What follows belongs to an exercise in optimizing a design on an open flow for small area; a production flow would make more cautious choices. Function was checked by simulation only, so behaviour that the tests miss may differ from the original. Power and IR drop assume default switching activity.

**flow/run.sh**
```bash
#!/bin/bash
# synth_recipe.tcl (not shown) runs the flow's synth.tcl, then flattens the netlist and writes it again
# the make line also repeats each setting of config.mk as NAME=value (left out here)
make -C /OpenROAD-flow-scripts/flow DESIGN_CONFIG=/design/flow/config.mk WORK_HOME=/design/flow/orfs CLKGATE_MAP_FILE= SYNTH_SCRIPT=/design/flow/synth_recipe.tcl finish
```
**flow/config.mk**
```make
export PLATFORM = sky130hd
export DESIGN_NAME = motor_controle
export DESIGN_NICKNAME = motor_controle
export VERILOG_FILES = /design/flow/design.v
export SDC_FILE = /design/flow/constraint.sdc
export NUM_CORES = 4
export LEC_CHECK = 0
export CAP_MARGIN = 20
export CORE_MARGIN = 2
export CORE_UTILIZATION = 60
export CTS_BUF_LIST = sky130_fd_sc_hd__clkbuf_2 sky130_fd_sc_hd__clkbuf_4
export CTS_CLUSTER_DIAMETER = 100
export CTS_CLUSTER_SIZE = 30
export SLEW_MARGIN = 20
```
**flow/constraint.sdc**
```tcl
create_clock -name core_clock -period 10.0 [get_ports {clk}]
set_input_delay 2.0000 -clock core_clock [delete_from_list [all_inputs] [get_ports {clk}]]
set_output_delay 2.0000 -clock core_clock [all_outputs]
set_load 0.01 [all_outputs]
```
**flow/design.v**
```verilog
module motor_controle (
    input  logic clk,
    input  logic rst,
    input  logic sensor,
    output logic led_red, led_green,
    output logic pino_buzzer,
    output logic pino_in1,
    output logic pino_in2,
    output logic pino_in3,
    output logic pino_in4,
    output logic seg_a,
    output logic seg_b,
    output logic seg_c,
    output logic seg_d,
    output logic seg_e,
    output logic seg_f,
    output logic seg_g
);
    logic [11:0] deb;
    logic sensor_filtrado, sensor_antigo_filtrado;
    wire deb_sat = deb[0] & ~deb[1] & deb[2] & deb[4] & ~deb[5] & deb[6] & ~deb[7] & deb[8] & ~deb[9] & deb[10] & ~deb[11];
    wire deb_hold = deb[0] & ~deb[1] & deb[2] & deb[4] & ~deb[5] & deb[6] & ~deb[7] & deb[8] & ~deb[9] & deb[10];
    wire deb_fb = deb_hold ? 1'b1 : ~(deb[11] ^ (deb[3] | ~deb[6]));
    wire deb_clr = rst | (sensor ^ sensor_filtrado);
    always_ff @(posedge clk) begin
        deb <= deb_clr ? 12'b100010010010 : {~deb[10:0], deb_fb};
        if (rst) sensor_filtrado <= 1'b0;
        else if (deb_sat) sensor_filtrado <= sensor;
        sensor_antigo_filtrado <= sensor_filtrado;
    end
    wire pulso_limpo = sensor_filtrado & ~sensor_antigo_filtrado;
    logic [5:0] a;        
    logic tom_onda;
    wire a_end = a[0] & ~a[2] & ~a[3] & a[5];
    always_ff @(posedge clk) begin
        a <= (rst | a_end) ? 6'b011100 : {~a[4:0], a[0] ^ a[5]};
        tom_onda <= ~rst & (tom_onda ^ a_end);
    end
    logic [9:0] b;        
    logic pulso_onda;
    wire b_end = b[0] & b[1] & b[2] & b[4] & b[5] & b[6] & b[7] & b[8];
    wire b_en = a_end & tom_onda;
    always_ff @(posedge clk) begin
        if (rst | (b_en & b_end)) b <= 10'b1111110110;
        else if (b_en) b <= {b[8:0], ~(b[2] ^ b[9])};
        pulso_onda <= ~rst & (pulso_onda ^ (b_en & b_end));
    end
    logic [2:0] st;
    localparam logic [2:0] ST_0 = 3'd0, ST_1 = 3'd1, ST_2 = 3'd2, ST_3 = 3'd3,
                           ST_4 = 3'd4, ST_5 = 3'd5, ST_M = 3'd6;
    wire motor = (st == ST_M);
    logic motor_end;
    logic [2:0] st_next;
    always_comb begin
        case (st)
            ST_0: st_next = pulso_limpo ? ST_1 : ST_0;
            ST_1: st_next = pulso_limpo ? ST_2 : ST_1;
            ST_2: st_next = pulso_limpo ? ST_3 : ST_2;
            ST_3: st_next = pulso_limpo ? ST_4 : ST_3;
            ST_4: st_next = pulso_limpo ? ST_5 : ST_4;
            ST_5: st_next = ST_M;
            ST_M: st_next = motor_end ? ST_0 : ST_M;
            default: st_next = ST_0;
        endcase
    end
    always_ff @(posedge clk) begin
        if (rst) st <= ST_0;
        else st <= st_next;
    end
    logic [7:0] c;
    logic [2:0] idx;
    wire c_end = c[0] & c[1] & c[2] & c[4] & c[5] & c[7];
    always_ff @(posedge clk) begin
        c <= (~motor | c_end) ? 8'b00001011 : {~c[6:0], c[2] ^ c[7]};
        if (~motor) idx <= 3'd0;
        else if (c_end) idx <= idx + 3'd1;
    end
    logic [10:0] u;
    wire u_end = u[0] & u[2] & ~u[3] & ~u[5] & ~u[6] & ~u[7] & ~u[9] & ~u[10];
    always_ff @(posedge clk) begin
        if (~motor) u <= 11'b10001011100;
        else if (c_end & (idx == 3'd7)) u <= {u[9:0], ~(u[0] ^ u[10])};
    end
    assign motor_end = u_end;
    logic [3:0] passo_atual;
    always_comb begin
        case (idx)
            3'd0: passo_atual = 4'b1000;
            3'd1: passo_atual = 4'b1100;
            3'd2: passo_atual = 4'b0100;
            3'd3: passo_atual = 4'b0110;
            3'd4: passo_atual = 4'b0010;
            3'd5: passo_atual = 4'b0011;
            3'd6: passo_atual = 4'b0001;
            default: passo_atual = 4'b1001;
        endcase
    end
    assign led_red = motor;
    assign led_green = ~motor;
    assign pino_buzzer = tom_onda & pulso_onda & motor;
    assign {pino_in1, pino_in2, pino_in3, pino_in4} = motor ? passo_atual : 4'b0000;
    logic [6:0] seg_vetor;
    always_comb begin
        case (st)
            ST_0: seg_vetor = 7'b1000000;
            ST_1: seg_vetor = 7'b1111001;
            ST_2: seg_vetor = 7'b0100100;
            ST_3: seg_vetor = 7'b0110000;
            ST_4: seg_vetor = 7'b0011001;
            default: seg_vetor = 7'b0010010;
        endcase
    end
    assign {seg_g, seg_f, seg_e, seg_d, seg_c, seg_b, seg_a} = seg_vetor;
endmodule
```
==> results.json, run 1 <==
{
  "m1WireLength_um": 1684,
  "ys_async_sr_fraction": 0,
  "vias": 1621,
  "critPathMaxFanout": 25,
  "finalCriticalPeriod_ns": 4.286,
  "holdWs_ns": 0.3796,
  "cts_resized": 0,
  "route.detailed.drc": 0,
  "routabilityCongestion": 0.7547,
  "fillCellCount": 253,
  "hold_path_depth": 1,
  "power_frac_seq": 0.592,
  "vias_per_cell": 5.368,
  "final.setup.tns_ns": 0,
  "clock-sinks": 57,
  "grt_pass1_vias": 1615,
  "pwr-share-comb": 0.016,
  "n_antenna_cell": 0,
  "max-cap-violations": 0,
  "wl_met3_um": 89,
  "syn-mean-instance-area_um2": 9.257,
  "finClkSkew_ns": 0.01117,
  "die_area_mm2": 0.004140,
  "cts.path.max_buffers": 2,
  "area_growth_pct": 13.06,
  "grt_max_degree": 26,
  "crit_buf_inv": 3,
  "swShare": 0.2022,
  "fin_crit_sh": 0.4286,
  "slowest_stage": "clkdlybuf4s50_1",
  "pre_cts_slack_ns": 6.128,
  "ys_seq_area_frac": 0.5223,
  "status": "finished clean",
  "port_buffers": 16,
  "drive_above_1_share": 0.07422,
  "num_io_pins": 17,
  "cts_buffers": 9,
  "cp_top_family": "buffers and inverters",
  "setup_viol": 0,
  "finish.utilization": 0.7231,
  "htreeDepth": 3,
  "wl_met2_um": 1825,
  "p_switching_uw": 79.17,
  "worstMarginPinSlew_ns": 0.6509,
  "crit_type": "reg2out",
  "tritoncts": "yes",
  "core_mm2": 0.003416,
  "worstPathArrival_ns": 2.29,
  "crit_chain": "nand3b_1, buf_4, inv_1, o311a_1, clkdlybuf4s50_1",
  "startpoint_type": "flip-flop",
  "rows": 21,
  "register_area_mm2": 0.001141,
  "post-cts-setup-buffer-count": 0,
  "fmax_mhz": 233.3,
  "maxSlewViolCount": 0,
  "antenna_found_initial": 0,
  "cp_slowest_stage_delay_ns": 0.53,
  "dieWidth_um": 64.34,
  "multi_input_area_um2": 952.2,
  "irDropWorstVdd_uv": 131.6,
  "cts_hold_buffers": 0,
  "final_area_mm2": 0.002470,
  "cp.depth": 5,
  "netlist_area_mm2": 0.002185,
  "relSlewSlack": 0.5647,
  "grtUsageTotal": 0.2067,
  "clkLatencyLatePin_ns": 0.37,
  "synth_seq_cells": 57,
  "min_path_type": "reg2reg",
  "path_clk_slew_ns": 0.09,
  "yosys_warnings": 1,
  "die_h_um": 64.34,
  "grt_pass1_wl_um": 6624,
  "final_common_cell": "dfxtp_1",
  "top_layer_used": "met4",
  "hpwl_um": 2640,
  "overflow": 0,
  "drtAntennaViolNets": 0,
  "synth.distinct_cells": 39,
  "fin_nets": 261,
  "final_cell_mix": "dfxtp_1, nor2_1, nand2_1",
  "yosys_most_used_dff": "dfxtp_1",
  "drtPass1Iterations": 6,
  "root_buffer": "clkbuf_4",
  "clkPwrFrac": 0.391,
  "rsz0062_at_grt": "false",
  "p_leak_uw": 0.0008849,
  "cp_data_required_time_ns": 8.00,
  "r2r_cells": 7,
  "wirelength_um": 3683,
  "first_iter_violations": 69,
  "p_per_area_mw_per_mm2": 158.5,
  "hold_viol": 0,
  "placed_area_mm2": 0.002341,
  "power.internal_uw": 312.3,
  "syn-num-nets": 246,
  "worstSetupEndpointType": "output pin",
  "start_util": 0.6396,
  "synthCells": 236,
  "synth_edf_count": 0,
  "finalWorstSetupSlack_ns": 5.714,
  "routedWlPerCell_um": 12.20
}
==> final timing paths <==
kind / from / end / slack (ns)
worst max-delay path: st[2] / pino_in1 / 5.71
worst min-delay path: c[0] / c[1] / 0.38
worst max register to register: a[0] / b[7] / 7.97
worst min register to register: c[0] / c[1] / 0.38
==> stage by stage <==
step,std cells,power [uW]
after CTS,302,397.3
after global routing,302,409.3
after global placement,286,243.2
after floorplan,236,241.6
final,302,391.5
after detailed placement,286,243.7
==> kinds of logic after synthesis <==
| group | Yosys count | synth area share |
|---|---|---|
| flops | 57 | 0.5223 |
| compound gates | 30 | 0.08363 |
| buf+inv | 19 | 0.04181 |
| mux | 7 | 0.03207 |
| xor+xnor | 10 | 0.04009 |
| fa+ha+maj | 7 | 0.04009 |
| simple gates | 106 | 0.2400 |
==> sequential cells by signal (all words and copies together) (netlist names) <==
signal,count
pulso_onda,1
idx,3
u,11
c,8
sensor_antigo_filtrado,1
tom_onda,1
a,6
sensor_filtrado,1
deb,12
b,10
st,3
==> cells in the mapped netlist, drive strengths merged (4+ instances only) <==
master / number / share of area
dfxtp: 57 / 0.52
nor2: 36 / 0.062
nand2: 24 / 0.041
a21oi: 14 / 0.032
nor3: 13 / 0.032
xnor2: 9 / 0.036
buf: 8 / 0.023
ha: 7 / 0.040
mux2i: 7 / 0.032
nand3: 7 / 0.022
o21ai: 7 / 0.016
inv: 6 / 0.010
clkbuf: 5 / 0.0086
nor2b: 5 / 0.014
and2: 4 / 0.011
nand2b: 4 / 0.011
==> routing by layer <==
layer  vias up  global-route usage
met1       760              0.2348
met5         -                   0
met4         0              0.1064
met3        10             0.05810
met2        23              0.3529
li1        828                   -
==> power by group through the flow <==
stage	logic (uW)	clock network (uW)	registers, uW
floorplan	4.89	0	237
global placement	6.14	0	237
detailed placement	6.46	0	237
CTS	6.49	159	232
global route	7.34	170	232
finish	6.39	153	232
==> final cells by class <==
| cell class | count | share of cell area |
|---|---|---|
| well taps | 46 | 0.02330 |
| clock buffers | 11 | 0.03343 |
| inverters | 6 | 0.009119 |
| clock inverters | 5 | 0.01874 |
| multi-input cells | 160 | 0.3855 |
| repair buffers | 17 | 0.06788 |
| flip-flops and latches | 57 | 0.4620 |
==> run 2: changes to the inputs <==
--- a/flow/config.mk
+++ b/flow/config.mk
@@ -8,7 +8,6 @@
 export CAP_MARGIN = 20
 export CORE_MARGIN = 2
-export CORE_UTILIZATION = 60
-export CTS_BUF_LIST = sky130_fd_sc_hd__clkbuf_2 sky130_fd_sc_hd__clkbuf_4
-export CTS_CLUSTER_DIAMETER = 100
-export CTS_CLUSTER_SIZE = 30
+export CORE_UTILIZATION = 40
+export CTS_CLUSTER_DIAMETER = 200
+export CTS_CLUSTER_SIZE = 60
 export SLEW_MARGIN = 20
==> run 2 against run 1 <==
Still clean. Non-clock buffer count is the same. Cell count rose by 7.9%. Clock power grew 56%. Synthesized cell count did not move. Setup slack gained 0.047 ns. Die area is 47% higher. Total power rose by 22%. Combinational power grew 0.8%. Global-route usage fell by 7.4 points. Synthesized area unchanged. Sequential cell count unchanged. Utilization down 22 points. Critical path type unchanged.
==> results.json, run 2 <==
{
  "status": "finished clean",
  "htreeDepth": 3,
  "overflow": 0,
  "routedWlPerCell_um": 11.09,
  "synth.most_common_cell": "dfxtp_1",
  "fin_nets": 261,
  "drive_above_1_share": 0.08594,
  "worstPathArrival_ns": 2.24,
  "reg_top3": "deb x12, u x11, b x10",
  "synthCells": 236,
  "p_switching_uw": 96.08,
  "synth.distinct_cells": 39,
  "relSlewSlack": 0.5317,
  "fin_crit_sh": 0.4239,
  "antenna_found_initial": 0,
  "die_area_mm2": 0.006068,
  "worstSetupEndpointType": "output pin",
  "cts_resized": 0,
  "drtAntennaViolNets": 0,
  "root_buffer": "clkbuf_8",
  "drtPass1Iterations": 4,
  "largest_register_ffs": 12,
  "netlist_area_mm2": 0.002185,
  "hold_path_depth": 1,
  "worstHoldStart": "a[1]",
  "die_h_um": 77.90,
  "fmax_mhz": 235.9,
  "synthTopCellsByArea": "dfxtp_1, nor2_1, nand2_1, ha_1, xnor2_1",
  "n_antenna_cell": 0,
  "hpwl_um": 2409,
  "final_cells": 326,
  "cp_data_required_time_ns": 8.00,
  "pwr-share-comb": 0.013,
  "worstMarginPinSlew_ns": 0.7002,
  "core_mm2": 0.005205,
  "finalCriticalPeriod_ns": 4.239,
  "dieWidth_um": 77.90,
  "area_growth_pct": 18.96,
  "final_cell_mix": "dfxtp_1, nor2_1, nand2_1",
  "clkPwrFrac": 0.500,
  "synth_top_area_cell": "dfxtp_1",
  "yosys_warnings": 1,
  "grtUsageTotal": 0.1329,
  "route.detailed.drc": 0,
  "final_common_cell": "dfxtp_1",
  "cts_hold_buffers": 0,
  "synth_seq_cells": 57,
  "worstHoldEndpoint": "a[2]",
  "p_per_area_mw_per_mm2": 183.6,
  "wirelength_um": 3616,
  "ys_async_sr_fraction": 0,
  "critPathMaxFanout": 25,
  "r2r_slack_ns": 7.88,
  "rows": 26,
  "ys_seq_area_frac": 0.5223,
  "syn-num-nets": 246,
  "path_clk_slew_ns": 0.07,
  "r2r_cells": 7,
  "final.setup.tns_ns": 0,
  "post-cts-setup-buffer-count": 0,
  "first_iter_violations": 39,
  "grt_pass1_wl_um": 6258,
  "synth_edf_count": 0,
  "swShare": 0.2014,
  "p_leak_uw": 0.0009245,
  "finish.utilization": 0.4993,
  "power_frac_seq": 0.486,
  "vias": 1586,
  "maxSlewViolCount": 0,
  "hold_viol": 0,
  "regMostFlops": "deb",
  "setup_viol": 0,
  "grt_max_degree": 26,
  "vias_per_cell": 4.865,
  "fillCellCount": 527,
  "syn-mean-instance-area_um2": 9.257,
  "cts_buffers": 9,
  "cts.path.max_buffers": 2,
  "routabilityCongestion": 0.7179,
  "start_util": 0.4197,
  "port_buffers": 16,
  "startpoint_type": "flip-flop",
  "placedCellCount": 310,
  "min_path_type": "reg2reg",
  "yosys_most_used_dff": "dfxtp_1",
  "reg2reg_from": "a[0]",
  "max-cap-violations": 0,
  "num_io_pins": 17,
  "rsz0062_at_grt": "false",
  "clock-sinks": 57,
  "synthTopCellsByCount": "dfxtp_1, nor2_1, nand2_1",
  "clkLatencyLatePin_ns": 0.33,
  "power.internal_uw": 381.1,
  "tritoncts": "yes",
  "timing.rr.end": "pulso_onda",
  "synth.top_cell.area_share": 0.5223,
  "irDropWorstVdd_uv": 106.7,
  "crit_type": "reg2out",
  "grt_pass1_vias": 1453,
  "finClkSkew_ns": 0.009407
}
## run 2: changes by cell type in the layout (fill, tap and decap cells not counted), sizes merged
cell / change
bufinv: +1
clkbuf: -1
clkinvlp: +1
inv: +1
clkinv: -2
## run 2: worst max path at each step
stage	start	endpoint	slack [ns]	cells past startpoint
2_1_floorplan	idx[0]	pino_in4	6.63	4
3_3_place_gp	st[2]	pino_in1	6.16	5
3_5_place_dp	st[2]	pino_in1	6.13	5
4_1_cts	st[2]	pino_in1	5.74	5
5_1_grt	st[2]	pino_in1	5.58	5
6_report	st[2]	pino_in1	5.76	5
## run 2: layer usage
layer | vias up | share of wire | global-route usage
li1 | 816 | - | -
met2 | 21 | 0.48 | 0.2181
met3 | 2 | 0.037 | 0.06628
met4 | 0 | 0.0072 | 0.05789
met1 | 747 | 0.48 | 0.1443
met5 | - | 0 | 0
## run 2: logic make-up (layout without fill, tap and decap cells)
group | count (synthesis) | count (layout) | synth area share
xor gates and xnor gates | 10 | 10 | 0.04009
and+or+nand+nor | 106 | 106 | 0.2400
DFF | 57 | 57 | 0.5223
muxes | 7 | 7 | 0.03207
adders and majority gates | 7 | 7 | 0.04009
buffers and inverters | 19 | 39 | 0.04181
AOI/OAI and AO/OA | 30 | 30 | 0.08363
## run 2: critical path, stage by stage (launching register included)
cell	delay [ns]
dfxtp_1	0.50
nand3b_1	0.11
buf_4	0.22
inv_1	0.31
o311a_1	0.24
clkdlybuf4s50_1	0.53
## run 2: layout make-up
cell class / count / area [um2] / area share
Sequential cell: 57 / 1141 / 0.4391
Multi-Input combinational cell: 160 / 952.2 / 0.3664
Timing Repair Buffer: 17 / 167.7 / 0.06452
Clock buffer: 10 / 137.6 / 0.05296
Clock inverter: 6 / 90.09 / 0.03467
Tap cell: 70 / 87.58 / 0.03370
Inverter: 6 / 22.52 / 0.008666
## run 2: power by group through the flow
stage	combinational (uW)	clock [uW]	sequential, uW
global route	7.34	257	232
global placement	6.44	0	237
finish	6.44	239	232
detailed placement	6.53	0	237
CTS	6.58	248	232
floorplan	4.89	0	237
## run 2: metrics by stage
| stage | hold WS (ns) | power, uW | setup WS, ns | instance area, um2 |
|---|---|---|---|---|
| after CTS | 0.3813 | 486.7 | 5.742 | 2599 |
| final | 0.3724 | 477.2 | 5.761 | 2599 |
| after detailed placement | 0.3566 | 243.7 | 6.129 | 2371 |
| after floorplan | 0.3434 | 241.6 | 6.634 | 2185 |
| after global placement | 0.3517 | 243.6 | 6.157 | 2371 |
| after global routing | 0.3889 | 496.8 | 5.580 | 2599 |
==> run 3: changes to the inputs <==
--- a/flow/config.mk
+++ b/flow/config.mk
@@ -9,4 +9,5 @@
 export CORE_MARGIN = 2
 export CORE_UTILIZATION = 40
+export CTS_BUF_LIST = sky130_fd_sc_hd__clkbuf_4
 export CTS_CLUSTER_DIAMETER = 200
 export CTS_CLUSTER_SIZE = 60
==> run 3 against run 2 <==
Worst hold slack better by 0.012 ns. Via count up 0.19%. Non-clock buffer count unchanged. Wire length is 0.97% lower. Count of clock-buffer cells in the layout is 1 lower. Final area down 2.6%. Clock power fell by 22%. Utilization fell by 1.3 points. Sequential share of layout area is 1.1 points higher. Sequential power hardly changed. Cell count unchanged.
==> results.json, run 3 <==
{
  "worstHoldEndpoint": "a[2]",
  "worstMarginPinSlew_ns": 0.6812,
  "synthCells": 236,
  "timing.rr.end": "pulso_onda",
  "clkPwrFrac": 0.439,
  "htreeDepth": 3,
  "drtAntennaViolNets": 0,
  "post-cts-setup-buffer-count": 0,
  "synth.distinct_cells": 39,
  "port_buffers": 16,
  "routabilityCongestion": 0.7179,
  "final_common_cell": "dfxtp_1",
  "final_cell_mix": "dfxtp_1, nor2_1, nand2_1",
  "antenna_found_initial": 0,
  "cts_buffers": 9,
  "placed_area_mm2": 0.002371,
  "p_total_uw": 424.8,
  "synth_top_area_cell": "dfxtp_1",
  "yosys_warnings": 1,
  "largest_register_ffs": 12,
  "worstHoldStart": "a[1]",
  "cp_slowest_stage_delay_ns": 0.53,
  "ys_seq_area_frac": 0.5223,
  "pwr-share-comb": 0.015,
  "crit_type": "reg2out",
  "yosys_most_used_dff": "dfxtp_1",
  "worstSetupEndpointType": "output pin",
  "core_mm2": 0.005205,
  "synthTopCellsByArea": "dfxtp_1, nor2_1, nand2_1, ha_1, xnor2_1",
  "tritoncts": "yes",
  "dieWidth_um": 77.90,
  "regMostFlops": "deb",
  "synth.most_common_cell": "dfxtp_1",
  "netlist_area_mm2": 0.002185,
  "cts.path.max_buffers": 2,
  "path_clk_slew_ns": 0.10,
  "route.detailed.drc": 0,
  "synth.top_cell.area_share": 0.5223,
  "hold_path_depth": 1,
  "n_antenna_cell": 0,
  "final.setup.tns_ns": 0,
  "synth_seq_cells": 57,
  "num_io_pins": 17,
  "wl_met3_um": 118,
  "overflow": 0,
  "r2r_cells": 7,
  "status": "finished clean",
  "cts_resized": 0,
  "crit_chain": "nand3b_1, buf_4, inv_1, o311a_1, clkdlybuf4s50_1",
  "start_util": 0.4197,
  "p_switching_uw": 90.23,
  "max-cap-violations": 0,
  "clkLatencyLatePin_ns": 0.38,
  "die_h_um": 77.90,
  "fmax_mhz": 233.1,
  "syn-num-nets": 246,
  "drtPass1Iterations": 4,
  "final_area_mm2": 0.002532,
  "vias": 1589,
  "grt_pass1_wl_um": 6223,
  "power.internal_uw": 334.6,
  "hold_viol": 0,
  "synthTopCellsByCount": "dfxtp_1, nor2_1, nand2_1",
  "fin_nets": 261,
  "cp_data_required_time_ns": 8.00,
  "grt_pass1_vias": 1448,
  "fillCellCount": 530,
  "slowest_stage": "clkdlybuf4s50_1",
  "syn-mean-instance-area_um2": 9.257,
  "hpwl_um": 2409,
  "drive_above_1_share": 0.08203,
  "p_leak_uw": 0.0008955,
  "fin_crit_sh": 0.4290,
  "swShare": 0.2124,
  "p_per_area_mw_per_mm2": 167.7,
  "reg_top3": "deb x12, u x11, b x10",
  "clock-sinks": 57,
  "finClkSkew_ns": 0.01085,
  "finalCriticalPeriod_ns": 4.290,
  "wl_met2_um": 1658,
  "min_path_type": "reg2reg",
  "irDropWorstVdd_uv": 118.5,
  "reg2reg_from": "a[0]",
  "power_frac_seq": 0.546,
  "cts_hold_buffers": 0,
  "vias_per_cell": 4.874,
  "wirelength_um": 3581,
  "m1WireLength_um": 1743,
  "area_growth_pct": 15.92,
  "routedWlPerCell_um": 10.98,
  "ys_async_sr_fraction": 0,
  "maxSlewViolCount": 0,
  "die_area_mm2": 0.006068,
  "synth_edf_count": 0,
  "root_buffer": "clkbuf_4",
  "r2r_slack_ns": 7.87,
  "setup_viol": 0,
  "top_layer_used": "met4",
  "rows": 26,
  "grtUsageTotal": 0.1324,
  "grt_max_degree": 26,
  "relSlewSlack": 0.5445,
  "startpoint_type": "flip-flop",
  "rsz0062_at_grt": "false",
  "critPathMaxFanout": 25,
  "worstPathArrival_ns": 2.29,
  "first_iter_violations": 41
}
run 3: worst max path at each step:
stage | startpoint | end | slack (ns)
floorplan | idx[0] | pino_in4 | 6.63
global placement | st[2] | pino_in1 | 6.16
detailed placement | st[2] | pino_in1 | 6.13
CTS | st[2] | pino_in1 | 5.67
global route | st[2] | pino_in1 | 5.49
finish | st[2] | pino_in1 | 5.71
run 3: final cells by class:
cell class	count	area, um2	area share
Inverter	6	22.52	0.008893
Sequential cell	57	1141	0.4506
Clock inverter	7	93.84	0.03706
Multi-Input combinational cell	160	952.2	0.3760
Tap cell	70	87.58	0.03458
Timing Repair Buffer	17	167.7	0.06621
Clock buffer	9	67.56	0.02668
run 3: kinds of logic after synthesis:
family                   synth area share
multiplexers                      0.03207
flip-flops                         0.5223
buffers and inverters             0.04181
AND/OR/NAND/NOR                    0.2400
adder cells (fa/ha/maj)           0.04009
XOR/XNOR                          0.04009
AO/OA/AOI/OAI                     0.08363
run 3: per-layer routing:
layer / track usage / vias up
li1: - / 821
met1: 0.1437 / 745
met2: 0.2147 / 16
met3: 0.06628 / 7
met4: 0.06316 / 0
met5: 0 / -
run 3: power groups by stage:
stage	Sequential [uW]	Clock [uW]	Combinational (uW)
floorplan	237	0	4.89
global placement	237	0	6.44
detailed placement	237	0	6.53
CTS	232	194	6.59
global route	232	204	7.33
finish	232	186	6.44
run 3: stage by stage:
stage	hold WS, ns	std cells	setup slack, ns	utilization
after floorplan	0.3434	236	6.634	-
after global placement	0.3517	310	6.157	0.4555
after detailed placement	0.3566	310	6.129	0.4555
after CTS	0.3951	326	5.671	0.4865
after global routing	0.4076	326	5.491	0.4865
final	0.3841	326	5.710	0.4865
run 3: critical path: cells and delay by family, from the launching register on:
kind	cells	cell delay, ns
buffers and inverters	3	1.06
AOI/OAI and AO/OA	1	0.24
DFF	1	0.51
and+or+nand+nor	1	0.11
==> run 4: changes to the inputs <==
--- a/flow/config.mk
+++ b/flow/config.mk
@@ -9,6 +9,3 @@
 export CORE_MARGIN = 2
 export CORE_UTILIZATION = 40
-export CTS_BUF_LIST = sky130_fd_sc_hd__clkbuf_4
-export CTS_CLUSTER_DIAMETER = 200
-export CTS_CLUSTER_SIZE = 60
 export SLEW_MARGIN = 20
==> run 4 against run 3 <==
Setup slack improved by 0.051 ns. Register-to-register slack about the same. Fmax rose by 1.2%. Final area up 2.6%. Die area stayed put. Sequential cell count did not move. Critical endpoint unchanged.
==> results.json, run 4 <==
{
  "status": "finished clean",
  "antenna_found_initial": 0,
  "synthTopCellsByCount": "dfxtp_1, nor2_1, nand2_1",
  "n_antenna_cell": 0,
  "fin_nets": 261,
  "hpwl_um": 2409,
  "cts_resized": 0,
  "cp_data_required_time_ns": 8.00,
  "timing.rr.end": "pulso_onda",
  "fillCellCount": 527,
  "synthCells": 236,
  "syn-mean-instance-area_um2": 9.257,
  "synth.most_common_cell": "dfxtp_1",
  "worstSetupEndpointType": "output pin",
  "cts_hold_buffers": 0,
  "cp-startpoint": "st[2]",
  "wirelength_um": 3616,
  "vias": 1586,
  "relSlewSlack": 0.5317,
  "maxSlewViolCount": 0,
  "ys_seq_area_frac": 0.5223,
  "final_cell_mix": "dfxtp_1, nor2_1, nand2_1",
  "synth_seq_cells": 57,
  "finClkSkew_ns": 0.009407,
  "core_mm2": 0.005205,
  "clkLatencyLatePin_ns": 0.33,
  "post-cts-setup-buffer-count": 0,
  "min_path_type": "reg2reg",
  "yosys_warnings": 1,
  "overflow": 0,
  "reg2reg_from": "a[0]",
  "cts.path.max_buffers": 2,
  "crit_type": "reg2out",
  "synth_top_area_cell": "dfxtp_1",
  "rows": 26,
  "ys_async_sr_fraction": 0,
  "yosys_most_used_dff": "dfxtp_1",
  "finalCriticalPeriod_ns": 4.239,
  "num_io_pins": 17,
  "routedWlPerCell_um": 11.09,
  "syn-num-nets": 246,
  "fmax_mhz": 235.9,
  "worstPathArrival_ns": 2.24,
  "p_leak_uw": 0.0009245,
  "max-cap-violations": 0,
  "synth.distinct_cells": 39,
  "irDropWorstVdd_uv": 106.7,
  "critPathMaxFanout": 25,
  "grt_pass1_wl_um": 6258,
  "drive_above_1_share": 0.08594,
  "worstMarginPinSlew_ns": 0.7002,
  "r2r_slack_ns": 7.88,
  "largest_register_ffs": 12,
  "final.setup.tns_ns": 0,
  "route.detailed.drc": 0,
  "routabilityCongestion": 0.7179,
  "hold_viol": 0,
  "fin_crit_sh": 0.4239,
  "grt_pass1_vias": 1453,
  "area_growth_pct": 18.96,
  "die_area_mm2": 0.006068,
  "r2r_cells": 7,
  "grtUsageTotal": 0.1329,
  "first_iter_violations": 39,
  "rsz0062_at_grt": "false",
  "die_h_um": 77.90,
  "grt_max_degree": 26,
  "path_clk_slew_ns": 0.07,
  "p_total_uw": 477.2,
  "drtAntennaViolNets": 0,
  "dieWidth_um": 77.90,
  "vias_per_cell": 4.865,
  "netlist_area_mm2": 0.002185,
  "final_common_cell": "dfxtp_1",
  "root_buffer": "clkbuf_8",
  "drtPass1Iterations": 4,
  "crit_path_end": "pino_in1",
  "synth.top_cell.area_share": 0.5223,
  "cts_buffers": 9,
  "setup_viol": 0,
  "port_buffers": 16,
  "start_util": 0.4197,
  "reg_top3": "deb x12, u x11, b x10",
  "regMostFlops": "deb",
  "htreeDepth": 3,
  "p_per_area_mw_per_mm2": 183.6,
  "synthTopCellsByArea": "dfxtp_1, nor2_1, nand2_1, ha_1, xnor2_1",
  "tritoncts": "yes",
  "clock-sinks": 57,
  "startpoint_type": "flip-flop",
  "synth_edf_count": 0
}
## run 4: cell types whose count changed in the layout (fill, tap and decap cells not counted), sizes merged
cell,previous run,this run
clkinv,3,2
clkbuf,9,10
## run 4: worst min-delay path by stage
stage / start / slack [ns] / end / cells past startpoint
final: a[1] / 0.37 / a[2] / 1
after global routing: a[1] / 0.39 / a[2] / 1
after CTS: a[1] / 0.38 / a[2] / 1
after detailed placement: a[1] / 0.36 / a[2] / 1
after global placement: a[1] / 0.35 / a[2] / 1
after floorplan: a[1] / 0.34 / a[2] / 1
## run 4: metrics by stage
step           cells    util  setup WS (ns)  cell area (um2)  hold slack, ns
2_1_floorplan    236       -          6.634             2185          0.3434
3_3_place_gp     310  0.4555          6.157             2371          0.3517
3_5_place_dp     310  0.4555          6.129             2371          0.3566
4_1_cts          326  0.4993          5.742             2599          0.3813
5_1_grt          326  0.4993          5.580             2599          0.3889
6_report         326  0.4993          5.761             2599          0.3724
## run 4: critical path, cell delays in order, from the launching register on
cell             delay, ns
dfxtp_1               0.50
nand3b_1              0.11
buf_4                 0.22
inv_1                 0.31
o311a_1               0.24
clkdlybuf4s50_1       0.53
## run 4: layer usage
metal  global-route usage  wire length (um)  vias to the layer above
li1                     -                 -                      816
met1               0.1443              1728                      747
met2               0.2181              1726                       21
met3              0.06628               134                        2
met4              0.05789                26                        0
met5                    0                 0                        -
## run 4: logic make-up after synthesis
family	share of synthesized area
AO/OA/AOI/OAI	0.08363
XOR/XNOR	0.04009
adder cells (fa/ha/maj)	0.04009
buffers and inverters	0.04181
flip-flops	0.5223
multiplexers	0.03207
AND/OR/NAND/NOR	0.2400
## run 4: where the power goes
group / switching, uW / internal, uW
registers: 1.68 / 230
logic: 3.47 / 2.96
clock network: 90.9 / 148
## run 4: final cells by class
| type | count | area, um2 | share of cell area |
|---|---|---|---|
| clock buffer | 10 | 137.6 | 0.05296 |
| clock inverter | 6 | 90.09 | 0.03467 |
| inverter | 6 | 22.52 | 0.008666 |
| multi-input combinational | 160 | 952.2 | 0.3664 |
| sequential | 57 | 1141 | 0.4391 |
| tap | 70 | 87.58 | 0.03370 |
| timing repair buffer | 17 | 167.7 | 0.06452 |
==> run 5: changes to the inputs <==
==> flow/flow/run.sh (new file) <==
#!/bin/bash
set -euo pipefail
export BUFFER_PORTS_ARGS="-buffer_cell sky130_fd_sc_hd__buf_1"
export CTS_ARGS="-sink_clustering_enable -repair_clock_nets -dont_use_dummy_load -sink_clustering_size 30 -sink_clustering_max_diameter 100 -buf_list {sky130_fd_sc_hd__clkbuf_2 sky130_fd_sc_hd__clkbuf_4}"
bash standard.sh "BUFFER_PORTS_ARGS=$BUFFER_PORTS_ARGS" "CTS_ARGS=$CTS_ARGS" finish > standard.log 2>&1
==> flow/standard.sh (new file) <==
#!/bin/bash
# synth_recipe.tcl (not shown) runs the flow's synth.tcl, then flattens the netlist and writes it again
# the make line also repeats each setting of config.mk as NAME=value (left out here)
make -C /OpenROAD-flow-scripts/flow DESIGN_CONFIG=/design/flow/config.mk WORK_HOME=/design/flow/orfs CLKGATE_MAP_FILE= SYNTH_SCRIPT=/design/flow/synth_recipe.tcl "${@:-finish}"
--- a/flow/config.mk
+++ b/flow/config.mk
@@ -8,4 +8,4 @@
 export CAP_MARGIN = 20
 export CORE_MARGIN = 2
-export CORE_UTILIZATION = 40
+export CORE_UTILIZATION = 60
 export SLEW_MARGIN = 20
removed: flow/run.sh
==> run 5 against run 4 <==
Cell count decreased by 9.5%. Die area decreased by 32%. Fmax increased by 10%. Final area decreased by 11%. Utilization increased by 18 points. Via count increased by 1.0%. Wire length increased by 0.28%. Setup slack improved by 0.38 ns. Synthesized cell count unchanged. Count of clock-buffer cells in the layout decreased by 1. Register-to-register slack got worse by 0.02 ns. Sequential cell count unchanged. Largest power group is now sequential cells. Highest routed layer unchanged.
==> results.json, run 5 <==
{
  "ys_async_sr_fraction": 0,
  "synth.distinct_cells": 39,
  "p_leak_uw": 0.0008145,
  "first_iter_violations": 99,
  "syn-num-nets": 246,
  "synth_edf_count": 0,
  "hold_path_depth": 1,
  "final_common_cell": "dfxtp_1",
  "pre_cts_slack_ns": 6.526,
  "fin_crit_sh": 0.3855,
  "clkLatencyLatePin_ns": 0.39,
  "drtPass1Iterations": 4,
  "fmax_mhz": 259.4,
  "final_cells": 295,
  "synth_seq_cells": 57,
  "yosys_most_used_dff": "dfxtp_1",
  "finClkSkew_ns": 0.03329,
  "die_h_um": 64.34,
  "core_mm2": 0.003416,
  "irDropWorstVdd_uv": 102.1,
  "cp_slowest_stage_delay_ns": 0.50,
  "post-cts-setup-buffer-count": 0,
  "drtAntennaViolNets": 0,
  "area_growth_pct": 5.670,
  "root_buffer": "clkbuf_4",
  "hpwl_um": 2658,
  "vias_per_cell": 5.431,
  "antenna_found_initial": 0,
  "critPathMaxFanout": 25,
  "cp_top_family": "buffers and inverters",
  "grt_pass1_wl_um": 6334,
  "cts_buffers": 9,
  "reg2reg_from": "a[5]",
  "overflow": 0,
  "crit_chain": "nand3b_1, buf_4, inv_1, o311a_1, buf_1",
  "synthCells": 236,
  "vias": 1602,
  "routabilityCongestion": 0.7751,
  "worstMarginPinSlew_ns": 0.8156,
  "finish.utilization": 0.6758,
  "tritoncts": "yes",
  "finalCriticalPeriod_ns": 3.855,
  "synth_top_area_cell": "dfxtp_1",
  "cp_data_required_time_ns": 8.00,
  "path_clk_slew_ns": 0.08,
  "crit_buf_inv": 3,
  "setup_viol": 0,
  "startpoint_type": "flip-flop",
  "p_per_area_mw_per_mm2": 148.9,
  "netlist_area_mm2": 0.002185,
  "dieWidth_um": 64.34,
  "rsz0062_at_grt": "false",
  "port_buffers": 16,
  "start_util": 0.6396,
  "synthTopCellsByCount": "dfxtp_1, nor2_1, nand2_1",
  "routedWlPerCell_um": 12.29,
  "grt_pass1_vias": 1490,
  "worstHoldEndpoint": "deb[1]",
  "route.detailed.drc": 0,
  "largest_register_ffs": 12,
  "worstPathArrival_ns": 1.86,
  "cts.path.max_buffers": 2,
  "worstHoldStart": "deb[0]",
  "r2r_cells": 7,
  "grtUsageTotal": 0.2043,
  "cts_resized": 0,
  "placedCellCount": 286,
  "regMostFlops": "deb",
  "slowest_stage": "dfxtp_1",
  "cts_hold_buffers": 0,
  "p_total_uw": 343.8,
  "synth.most_common_cell": "dfxtp_1",
  "crit_type": "reg2out",
  "synthTopCellsByArea": "dfxtp_1, nor2_1, nand2_1, ha_1, xnor2_1",
  "rows": 21,
  "max-cap-violations": 0,
  "maxSlewViolCount": 0,
  "num_io_pins": 17,
  "synth.top_cell.area_share": 0.5223,
  "clock-sinks": 57,
  "relSlewSlack": 0.4563,
  "syn-mean-instance-area_um2": 9.257,
  "n_antenna_cell": 0,
  "yosys_warnings": 1,
  "status": "finished clean",
  "r2r_slack_ns": 7.86,
  "timing.rr.end": "pulso_onda",
  "hold_viol": 0,
  "min_path_type": "reg2reg",
  "drive_above_1_share": 0.06024,
  "fin_nets": 261,
  "worstSetupEndpointType": "output pin",
  "grt_max_degree": 26,
  "reg_top3": "deb x12, u x11, b x10",
  "htreeDepth": 3,
  "final_cell_mix": "dfxtp_1, nor2_1, nand2_1",
  "final.setup.tns_ns": 0,
  "wirelength_um": 3626,
  "ys_seq_area_frac": 0.5223,
  "finalWorstSetupSlack_ns": 6.145,
  "die_area_mm2": 0.004140
}
==> run 5: changes by cell type in the layout (fill, tap and decap cells not counted) <==
cell / change
inv_6: -1
buf_1: +16
clkinv_2: -1
clkinvlp_4: -1
clkbuf_4: +9
clkbuf_8: -10
bufinv_16: -2
clkdlybuf4s50_1: -16
clkinv_4: -1
==> run 5: metal layers <==
metal  wire length (um)  share of wire  track usage  vias to the layer above
met1               1552           0.43       0.2151                      751
met2               1869           0.52       0.3490                       28
met4                 61          0.017      0.06915                        0
met3                142          0.039       0.1074                        7
li1                   -              -            -                      816
met5                  0              0            0                        -
==> run 5: how the worst max path moves through the flow <==
| stage | startpoint | endpoint | slack, ns | cells after the start |
|---|---|---|---|---|
| 2_1_floorplan | idx[0] | pino_in4 | 6.63 | 4 |
| 3_3_place_gp | st[2] | pino_in1 | 6.57 | 5 |
| 3_5_place_dp | idx[0] | pino_in4 | 6.53 | 5 |
| 4_1_cts | idx[0] | pino_in4 | 6.10 | 5 |
| 5_1_grt | idx[0] | pino_in4 | 5.94 | 5 |
| 6_report | st[2] | pino_in1 | 6.14 | 5 |
==> run 5: layout make-up <==
cell class	instances	area, um2
inverter	6	22.52
clock buffer	9	67.56
timing repair buffer	17	67.56
tap	46	57.56
sequential	57	1141
fill	272	1107
multi-input combinational	160	952.2
==> run 5: logic make-up (layout without fill, tap and decap cells) <==
family / after synthesis / in the layout / share of synthesized area
AOI/OAI and AO/OA: 30 / 30 / 0.08363
xor gates and xnor gates: 10 / 10 / 0.04009
adders and majority gates: 7 / 7 / 0.04009
buffers and inverters: 19 / 32 / 0.04181
DFF: 57 / 57 / 0.5223
muxes: 7 / 7 / 0.03207
and+or+nand+nor: 106 / 106 / 0.2400
==> run 5: metrics by stage <==
step / area, um2 / hold slack (ns)
after floorplan: 2185 / 0.3434
after global placement: 2241 / 0.3503
after detailed placement: 2241 / 0.3682
after CTS: 2308 / 0.3899
after global routing: 2308 / 0.4028
final: 2308 / 0.3853
==> run 5: power by group <==
part | switching (uW) | total, uW | internal [uW]
clock network | 64.2 | 106 | 41.6
logic | 3.62 | 6.07 | 2.45
registers | 1.72 | 232 | 230
total | 69.5 | 344 | 274
==> run 6: changes to the inputs <==
==> flow/flow/run.sh (replaced) <==
#!/bin/bash
set -euo pipefail
export BUFFER_PORTS_ARGS="-buffer_cell sky130_fd_sc_hd__buf_1"
export CTS_ARGS="-sink_clustering_enable -repair_clock_nets -dont_use_dummy_load -sink_clustering_size 60 -sink_clustering_max_diameter 300 -buf_list sky130_fd_sc_hd__clkbuf_8"
bash standard.sh "BUFFER_PORTS_ARGS=$BUFFER_PORTS_ARGS" "CTS_ARGS=$CTS_ARGS" finish > standard.log 2>&1
==> run 6 against run 5 <==
Combinational power hardly changed. Synthesized cell count is the same. Clock skew decreased by 0.011 ns. Total power is 13% higher. Non-clock buffer count unchanged. Critical path type unchanged.
==> results.json, run 6 <==
{
  "status": "finished clean",
  "maxSlewViolCount": 0,
  "worstHoldStart": "deb[0]",
  "path_clk_slew_ns": 0.06,
  "yosys_most_used_dff": "dfxtp_1",
  "finish.utilization": 0.6923,
  "drive_above_1_share": 0.06024,
  "fmax_mhz": 262.8,
  "htreeDepth": 3,
  "synth.top_cell.area_share": 0.5223,
  "route.detailed.drc": 0,
  "largest_register_ffs": 12,
  "worstSetupEndpointType": "output pin",
  "worstPathArrival_ns": 1.81,
  "synthCells": 236,
  "crit_type": "reg2out",
  "syn-mean-instance-area_um2": 9.257,
  "cts.path.max_buffers": 2,
  "placed_area_mm2": 0.002241,
  "min_path_type": "reg2reg",
  "startpoint_type": "flip-flop",
  "vias": 1600,
  "finalCriticalPeriod_ns": 3.806,
  "irDropWorstVdd_uv": 127.4,
  "ys_seq_area_frac": 0.5223,
  "synth_seq_cells": 57,
  "register_area_mm2": 0.001141,
  "grt_pass1_vias": 1508,
  "slowest_stage": "dfxtp_1",
  "routedWlPerCell_um": 12.54,
  "tritoncts": "yes",
  "fin_crit_sh": 0.3806,
  "rows": 21,
  "clock-sinks": 57,
  "hold_path_depth": 1,
  "final_common_cell": "dfxtp_1",
  "ys_async_sr_fraction": 0,
  "cts_resized": 0,
  "fin_nets": 261,
  "finClkSkew_ns": 0.02192,
  "core_mm2": 0.003416,
  "synth_top_area_cell": "dfxtp_1",
  "reg2reg_from": "a[5]",
  "timing.rr.end": "pulso_onda",
  "synth.distinct_cells": 39,
  "synthTopCellsByCount": "dfxtp_1, nor2_1, nand2_1",
  "rsz0062_at_grt": "false",
  "relSlewSlack": 0.4527,
  "grt_pass1_wl_um": 6396,
  "syn-num-nets": 246,
  "worstHoldEndpoint": "deb[1]",
  "first_iter_violations": 79,
  "hpwl_um": 2658,
  "regMostFlops": "deb",
  "synth_edf_count": 0,
  "synth.most_common_cell": "dfxtp_1",
  "overflow": 0,
  "cts_buffers": 9,
  "vias_per_cell": 5.424,
  "antenna_found_initial": 0,
  "r2r_cells": 7,
  "num_io_pins": 17,
  "dieWidth_um": 64.34,
  "root_buffer": "clkbuf_8",
  "netlist_area_mm2": 0.002185,
  "start_util": 0.6396,
  "n_antenna_cell": 0,
  "clkLatencyLatePin_ns": 0.33,
  "yosys_warnings": 1,
  "die_area_mm2": 0.004140,
  "area_growth_pct": 8.248,
  "final.setup.tns_ns": 0,
  "multi_input_area_um2": 952.2,
  "final_cell_mix": "dfxtp_1, nor2_1, nand2_1",
  "drtAntennaViolNets": 0,
  "cp_slowest_stage_delay_ns": 0.50,
  "setup_viol": 0,
  "synthTopCellsByArea": "dfxtp_1, nor2_1, nand2_1, ha_1, xnor2_1",
  "die_h_um": 64.34,
  "grt_max_degree": 26,
  "drtPass1Iterations": 4,
  "p_per_area_mw_per_mm2": 164.0,
  "reg_top3": "deb x12, u x11, b x10",
  "p_leak_uw": 0.0008378,
  "wirelength_um": 3700,
  "cts_hold_buffers": 0,
  "hold_viol": 0,
  "critPathMaxFanout": 25,
  "max-cap-violations": 0,
  "routabilityCongestion": 0.7751,
  "fillCellCount": 273,
  "crit_chain": "nand3b_1, buf_4, inv_1, o311a_1, buf_1",
  "r2r_slack_ns": 7.85,
  "post-cts-setup-buffer-count": 0,
  "cp_data_required_time_ns": 8.00,
  "worstMarginPinSlew_ns": 0.8209,
  "port_buffers": 16,
  "final_area_mm2": 0.002365,
  "grtUsageTotal": 0.2069
}
run 6: routing by layer:
layer  GRT usage  part of all wire  vias up
li1            -                 -      815
met1      0.2171              0.44      750
met2      0.3516              0.50       31
met3      0.1021             0.047        4
met4     0.08511             0.012        0
met5           0                 0        -
run 6: through the flow:
step	hold WS [ns]	power [uW]	worst slack (ns)	cells
6_report	0.3795	387.8	6.194	295
5_1_grt	0.3937	406.5	6.022	295
4_1_cts	0.3826	393.3	6.175	295
3_5_place_dp	0.3682	243.3	6.526	286
3_3_place_gp	0.3503	242.7	6.570	286
2_1_floorplan	0.3434	241.6	6.634	236
run 6: how the worst max path moves through the flow:
stage	start	endpoint	slack, ns	cells after the start
after detailed placement	idx[0]	pino_in4	6.53	5
after floorplan	idx[0]	pino_in4	6.63	4
final	st[2]	pino_in1	6.19	5
after global placement	st[2]	pino_in1	6.57	5
after global routing	idx[0]	pino_in4	6.02	5
after CTS	idx[0]	pino_in4	6.18	5
run 6: final cells by class:
class | instances | share of cell area
flip-flops and latches | 57 | 0.4825
well taps | 46 | 0.02434
inverters | 6 | 0.009524
clock buffers | 9 | 0.05238
multi-input cells | 160 | 0.4026
repair buffers | 17 | 0.02857
run 6: critical path, delay by kind of cell (launching register included):
kind                   cells  cell delay, ns
AO/OA/AOI/OAI              1            0.23
flip-flops                 1            0.50
buffers and inverters      3            0.66
AND/OR/NAND/NOR            1            0.11
run 6: cells by family after synthesis:
logic type               share of synthesized area
XOR/XNOR                                   0.04009
AO/OA/AOI/OAI                              0.08363
flip-flops                                  0.5223
buffers and inverters                      0.04181
adder cells (fa/ha/maj)                    0.04009
AND/OR/NAND/NOR                             0.2400
multiplexers                               0.03207
run 6: power by group:
part | leakage [uW] | switching (uW) | internal [uW]
Sequential | 0.000463 | 1.70 | 231
Clock | 0.0000647 | 70.0 | 79.2
Combinational | 0.000310 | 3.65 | 2.45
Total | 0.000838 | 75.3 | 313
==> run 7: changes to the inputs <==
==> flow/flow/run.sh (replaced) <==
#!/bin/bash
set -euo pipefail
here=$(pwd)
cat flow/abc_head.tcl synth_recipe.tcl > my_synth.tcl
export FLOW_ABC_SCRIPT=$here/flow/area.abc
ports="-buffer_cell sky130_fd_sc_hd__buf_1"
cts="-sink_clustering_enable -repair_clock_nets -dont_use_dummy_load -buf_list sky130_fd_sc_hd__clkbuf_4"
export BUFFER_PORTS_ARGS="$ports" CTS_ARGS="$cts"
bash standard.sh "SYNTH_SCRIPT=$here/my_synth.tcl" "ADDER_MAP_FILE=" \
  "BUFFER_PORTS_ARGS=$ports" "CTS_ARGS=$cts" finish > standard.log 2>&1
==> flow/flow/abc_head.tcl (new file) <==
# Map the logic with an area-oriented ABC script ($::env(FLOW_ABC_SCRIPT)) in place of
# ORFS's speed script; everything else is the standard synthesis.
proc abc {args} {
  set i [lsearch -exact $args -script]
  if {$i >= 0} { lset args [expr {$i + 1}] $::env(FLOW_ABC_SCRIPT) }
  yosys abc {*}$args
}
==> flow/flow/area.abc (new file) <==
strash
dch -f
amap
==> run 7 against run 6 <==
Synthesized cell count down 13%. Sequential power about the same. Still clean on timing, DRC and antenna. Global-route usage grew 0.16 points. Utilization down 0.30 points. Worst hold slack got worse by 0.020 ns. Synthesized area down 12%. Setup slack got worse by 0.50 ns. Highest routed layer unchanged.
==> results.json, run 7 <==
{
  "synth_adder_area_share": 0,
  "clock-sinks": 57,
  "reg2reg_from": "st[2]",
  "fmax_mhz": 232.1,
  "worstPathArrival_ns": 2.31,
  "cp_data_required_time_ns": 8.00,
  "start_util": 0.6295,
  "finClkSkew_ns": 0.02232,
  "syn-num-nets": 208,
  "ys_async_sr_fraction": 0,
  "reg_top3": "deb x12, u x11, b x10",
  "finalWorstSetupSlack_ns": 5.691,
  "crit_chain": "clkinv_1, nor2_1, clkinv_1, a221oi_1, buf_1",
  "synthTopCellsByCount": "dfxtp_1, nor2_1, clkinv_1",
  "netlist_area_mm2": 0.001922,
  "die_area_mm2": 0.003672,
  "status": "finished clean",
  "regMostFlops": "deb",
  "vias_per_cell": 5.412,
  "wirelength_um": 3348,
  "final.setup.tns_ns": 0,
  "startpoint_type": "flip-flop",
  "critPathMaxFanout": 17,
  "crit_path_end": "pino_in3",
  "setup_viol": 0,
  "synth_xor_area_frac": 0,
  "htreeDepth": 3,
  "cp_slowest_stage_delay_ns": 0.45,
  "synth.distinct_cells": 28,
  "synth_seq_cells": 57,
  "root_buffer": "clkbuf_4",
  "cts_resized": 0,
  "rows": 20,
  "finalCriticalPeriod_ns": 4.309,
  "p_total_uw": 344.6,
  "final_common_cell": "dfxtp_1",
  "synthSimpleGateAreaFrac": 0.1966,
  "cp-startpoint": "st[2]",
  "port_buffers": 16,
  "clkLatencyLatePin_ns": 0.38,
  "rsz0062_at_grt": "false",
  "route.detailed.drc": 0,
  "relSlewSlack": 0.7153,
  "first_iter_violations": 101,
  "routedWlPerCell_um": 12.22,
  "vias": 1483,
  "synthTopCellsByArea": "dfxtp_1, nor2_1, a221o_1, clkinv_1, nand2_1",
  "drive_above_1_share": 0.04348,
  "timing.rr.end": "idx[1]",
  "num_io_pins": 17,
  "drtAntennaViolNets": 0,
  "min_path_type": "reg2reg",
  "area_growth_pct": 9.505,
  "worstMarginPinSlew_ns": 0.4244,
  "p_leak_uw": 0.0007366,
  "synth_compound_area_frac": 0.1667,
  "yosys_warnings": 1,
  "core_mm2": 0.003053,
  "grt_pass1_wl_um": 5382,
  "r2r_slack_ns": 7.63,
  "holdWs_ns": 0.3590,
  "synth.most_common_cell": "dfxtp_1",
  "path_common_cell": "clkinv_1",
  "cts_buffers": 9,
  "fin_crit_sh": 0.4309,
  "grtUsageTotal": 0.2084,
  "synth_edf_count": 0,
  "p_per_area_mw_per_mm2": 163.7,
  "crit_type": "reg2out",
  "synth_top_family_by_area": "simple AND/OR/NAND/NOR gates",
  "max-cap-violations": 0,
  "path_clk_slew_ns": 0.08,
  "synthCells": 205,
  "irDropWorstVdd_uv": 98.25,
  "hold_viol": 0,
  "post-cts-setup-buffer-count": 0,
  "yosys_most_used_dff": "dfxtp_1",
  "r2r_cells": 6,
  "antenna_found_initial": 0,
  "tritoncts": "yes",
  "synthMuxAreaShare": 0,
  "worstSetupEndpointType": "output pin",
  "cp_top_family": "buffers and inverters",
  "finish.utilization": 0.6893,
  "die_h_um": 60.60,
  "hpwl_um": 2406,
  "dieWidth_um": 60.60,
  "ys_seq_area_frac": 0.5938,
  "cts_hold_buffers": 0,
  "final_cell_mix": "dfxtp_1, nor2_1, clkinv_1",
  "slowest_stage": "clkinv_1",
  "cts.path.max_buffers": 2,
  "synth.top_cell.area_share": 0.5938,
  "pre_cts_slack_ns": 6.111,
  "drtPass1Iterations": 4,
  "crit_buf_inv": 3,
  "overflow": 0,
  "n_antenna_cell": 0,
  "grt_max_degree": 18,
  "fin_nets": 235,
  "largest_register_ffs": 12,
  "routabilityCongestion": 0.7736,
  "synth_top_area_cell": "dfxtp_1",
  "grt_pass1_vias": 1238,
  "cp.depth": 5,
  "syn-mean-instance-area_um2": 9.375,
  "maxSlewViolCount": 0
}
run 7: changes by cell type after synthesis, moves of 6 or more:
cell      before  now
inv_1          6    0
mux2i_1        7    0
nand2_1       24   15
clkinv_1       0   20
a21oi_1       14    5
ha_1           7    0
nor3_1        12    5
nor2_1        36   50
xnor2_1        9    0
a221o_1        0   12
run 7: area by class of cell:
| cell class | count | area, um2 |
|---|---|---|
| Multi-Input combinational cell | 127 | 698.2 |
| Tap cell | 44 | 55.05 |
| Clock buffer | 9 | 67.56 |
| Inverter | 20 | 75.07 |
| Timing Repair Buffer | 17 | 67.56 |
| Fill cell | 276 | 948.4 |
| Sequential cell | 57 | 1141 |
run 7: cell families (layout without fill, tap and decap cells):
| family | Yosys count | in the layout |
|---|---|---|
| and+or+nand+nor | 86 | 86 |
| buffers and inverters | 21 | 46 |
| AOI/OAI and AO/OA | 41 | 41 |
| DFF | 57 | 57 |
run 7: stage by stage:
step | std cells | instance area, um2
3_5_place_dp | 265 | 2037
4_1_cts | 274 | 2105
5_1_grt | 274 | 2105
6_report | 274 | 2105
3_3_place_gp | 265 | 2037
2_1_floorplan | 205 | 1922
run 7: how the worst min path moves through the flow:
stage	slack, ns	cells after the start	to	from
2_1_floorplan	0.34	0	sensor_antigo_filtrado	sensor_filtrado
3_3_place_gp	0.34	0	sensor_antigo_filtrado	sensor_filtrado
3_5_place_dp	0.35	0	sensor_antigo_filtrado	sensor_filtrado
4_1_cts	0.36	0	sensor_antigo_filtrado	sensor_filtrado
5_1_grt	0.37	0	sensor_antigo_filtrado	sensor_filtrado
6_report	0.36	0	sensor_antigo_filtrado	sensor_filtrado
run 7: metal layers:
layer	share of wire	vias to the layer above	routed length (um)	global-route usage
met5	0	-	0	0
met3	0.048	2	161	0.08955
met4	0.0075	0	25	0.1304
li1	-	774	-	-
met2	0.45	32	1516	0.3057
met1	0.49	675	1644	0.2520
run 7: power breakdown:
part	leakage [uW]	internal (uW)	switching [uW]	total, uW
logic	0.000232	1.80	3.66	5.47
clock network	0.0000414	41.6	65.7	107
registers	0.000463	230	1.58	232
total	0.000737	274	71.0	345
==> run 8: changes to the inputs <==
==> flow/flow/area.abc (replaced) <==
&get -n
&deepsyn -T 20
&put
dch -f
amap
==> run 8 against run 7 <==
Highest routed layer unchanged. Utilization fell by 0.75 points. Sequential cell count unchanged. Count of clock-buffer cells in the layout stayed put. Largest power group unchanged. Still clean.
==> results.json, run 8 <==
{
  "status": "finished clean",
  "cts.path.max_buffers": 2,
  "min_path_type": "reg2reg",
  "worstMarginPinSlew_ns": 0.8056,
  "p_per_area_mw_per_mm2": 166.9,
  "relSlewSlack": 0.4588,
  "path_common_cell": "clkinv_1",
  "vias_per_cell": 5.167,
  "root_buffer": "clkbuf_4",
  "final_cell_mix": "dfxtp_1, nor2_1, clkinv_1",
  "grt_pass1_wl_um": 5540,
  "rows": 20,
  "cts_buffers": 9,
  "die_h_um": 60.12,
  "reg_top3": "deb x12, u x11, b x10",
  "htreeDepth": 3,
  "synth_edf_count": 0,
  "cp_data_required_time_ns": 8.00,
  "drive_above_1_share": 0.03879,
  "grt_pass1_vias": 1324,
  "clock-sinks": 57,
  "num_io_pins": 17,
  "placed_area_mm2": 0.001997,
  "grtUsageTotal": 0.2145,
  "final.setup.tns_ns": 0,
  "finalCriticalPeriod_ns": 4.753,
  "r2r_cells": 6,
  "drtPass1Iterations": 4,
  "ys_seq_area_frac": 0.6040,
  "dieWidth_um": 60.12,
  "core_mm2": 0.003028,
  "grt_max_degree": 12,
  "critPathMaxFanout": 8,
  "finClkSkew_ns": 0.02110,
  "synth.top_cell.area_share": 0.6040,
  "slowest_stage": "nor3_1",
  "startpoint_type": "flip-flop",
  "regMostFlops": "deb",
  "syn-mean-instance-area_um2": 9.083,
  "synthCells": 208,
  "cp_slowest_stage_delay_ns": 0.70,
  "syn-num-nets": 211,
  "fin_nets": 237,
  "p_leak_uw": 0.0007172,
  "synth_top_area_cell": "dfxtp_1",
  "fin_crit_sh": 0.4753,
  "tritoncts": "yes",
  "crit_type": "reg2out",
  "hold_path_depth": 0,
  "cp.depth": 7,
  "final_cells": 276,
  "ys_async_sr_fraction": 0,
  "vias": 1426,
  "worstSetupEndpointType": "output pin",
  "final_area_mm2": 0.002064,
  "post-cts-setup-buffer-count": 0,
  "largest_register_ffs": 12,
  "port_buffers": 16,
  "hpwl_um": 2374,
  "start_util": 0.6240,
  "setup_viol": 0,
  "path_clk_slew_ns": 0.08,
  "worstHoldStart": "sensor_filtrado",
  "hold_viol": 0,
  "wirelength_um": 3247,
  "cp_top_family": "simple AND/OR/NAND/NOR gates",
  "maxSlewViolCount": 0,
  "cts_hold_buffers": 0,
  "placedCellCount": 267,
  "route.detailed.drc": 0,
  "overflow": 0,
  "reg2reg_from": "st[1]",
  "netlist_area_mm2": 0.001889,
  "cp-startpoint": "st[1]",
  "first_iter_violations": 60,
  "cts_resized": 0,
  "irDropWorstVdd_uv": 129.1,
  "drtAntennaViolNets": 0,
  "crit_chain": "clkinv_1, nor3_1, clkinv_1, nor2_1, clkinv_1, o22ai_1, buf_1",
  "crit_buf_inv": 4,
  "synthTopCellsByArea": "dfxtp_1, nor2_1, clkinv_1, o22a_1, nand2_1",
  "yosys_warnings": 1,
  "finish.utilization": 0.6818,
  "worstPathArrival_ns": 2.75,
  "synth_seq_cells": 57,
  "max-cap-violations": 0,
  "fmax_mhz": 210.4,
  "rsz0062_at_grt": "false",
  "synthTopCellsByCount": "dfxtp_1, nor2_1, clkinv_1",
  "routedWlPerCell_um": 11.76,
  "synth.most_common_cell": "dfxtp_1",
  "antenna_found_initial": 0,
  "n_antenna_cell": 0,
  "final_common_cell": "dfxtp_1",
  "area_growth_pct": 9.272,
  "die_area_mm2": 0.003614,
  "clkLatencyLatePin_ns": 0.37,
  "routabilityCongestion": 0.7368,
  "yosys_most_used_dff": "dfxtp_1",
  "synth.distinct_cells": 23
}
## run 8: changes by cell type in the layout (fill, tap and decap cells not counted), sizes merged, moves of 6 or more
cell and delta:
a221o -12, nor2 -12, o22a +10, clkinv +8, a21oi +7, a22oi -6
## run 8: final timing paths
| check | endpoint | slack (ns) |
|---|---|---|
| hold reg to reg | sensor_antigo_filtrado | 0.36 |
| setup reg to reg | u[10] | 7.50 |
| hold / removal | sensor_antigo_filtrado | 0.36 |
| setup / recovery | pino_in1 | 5.25 |
## run 8: metrics by stage
step / worst slack [ns] / total power (uW) / hold slack [ns]
finish: 5.247 / 344.5 / 0.3592
global route: 5.023 / 360.6 / 0.3734
CTS: 5.322 / 348.0 / 0.3532
global placement: 5.946 / 242.0 / 0.3398
floorplan: 5.946 / 240.2 / 0.3380
detailed placement: 5.782 / 242.4 / 0.3457
## run 8: cells by family after synthesis
| group | count (synthesis) | share of synthesized area |
|---|---|---|
| flops | 57 | 0.6040 |
| compound gates | 44 | 0.1536 |
| simple gates | 78 | 0.1828 |
| buf+inv | 29 | 0.05960 |
## run 8: layout make-up
class	count	area [um2]
sequential	57	1141
fill	265	963.4
multi-input combinational	122	635.6
inverter	28	105.1
clock buffer	9	67.56
timing repair buffer	16	60.06
tap	44	55.05
## run 8: per-layer routing
| metal | vias to the layer above | part of all wire | track usage |
|---|---|---|---|
| met1 | 638 | 0.48 | 0.2575 |
| met2 | 28 | 0.45 | 0.3245 |
| met5 | - | 0 | 0 |
| li1 | 753 | - | - |
| met4 | 0 | 0.013 | 0.09841 |
| met3 | 7 | 0.056 | 0.1017 |
## run 8: worst register-to-register path, cell delays in order (launching register included)
cell      delay [ns]
dfxtp_1         0.39
clkinv_1        0.17
nor3_1          0.70
clkinv_1        0.41
nor2_1          0.23
nand2_1         0.23
o22a_1          0.23
## run 8: power by group
part           internal, uW  switching [uW]  total, uW
clock network          41.7            65.7        107
registers               230            1.62        232
logic                  1.64            3.76       5.40

-- what the ideal ports hide --
No port has a modelled driver above. Below, the same layouts with a new extraction and two added sets of constraints. Step 1 sets driving cells, clkbuf_16 on the clock port and buf_2 on the other inputs (assumed; they add their load-dependent delay and slew). Step 2 also shifts input and output timing later by t, the mid clock arrival at the registers, as if the neighbouring blocks saw the same clock. a / b / c = no drivers / after step 1 / after step 2; a / b = the first two.
run	shift t [ns]	slack for setup (ns)	latest minus earliest clock arrival (ns)
run 1	0.391	5.714 / 5.690 / 6.081	0.011 / 0.011
run 2	0.348	5.761 / 5.735 / 6.083	0.010 / 0.010
run 3	0.402	5.710 / 5.685 / 6.087	0.013 / 0.013
run 4	0.348	5.761 / 5.735 / 6.083	0.010 / 0.010
run 5	0.400	6.145 / 6.122 / 6.522	0.034 / 0.033
run 6	0.345	6.194 / 6.170 / 6.515	0.022 / 0.022
run 7	0.389	5.691 / 5.669 / 6.058	0.025 / 0.025
run 8	0.383	5.247 / 5.225 / 5.608	0.025 / 0.025
After both steps every run listed still meets setup and hold.
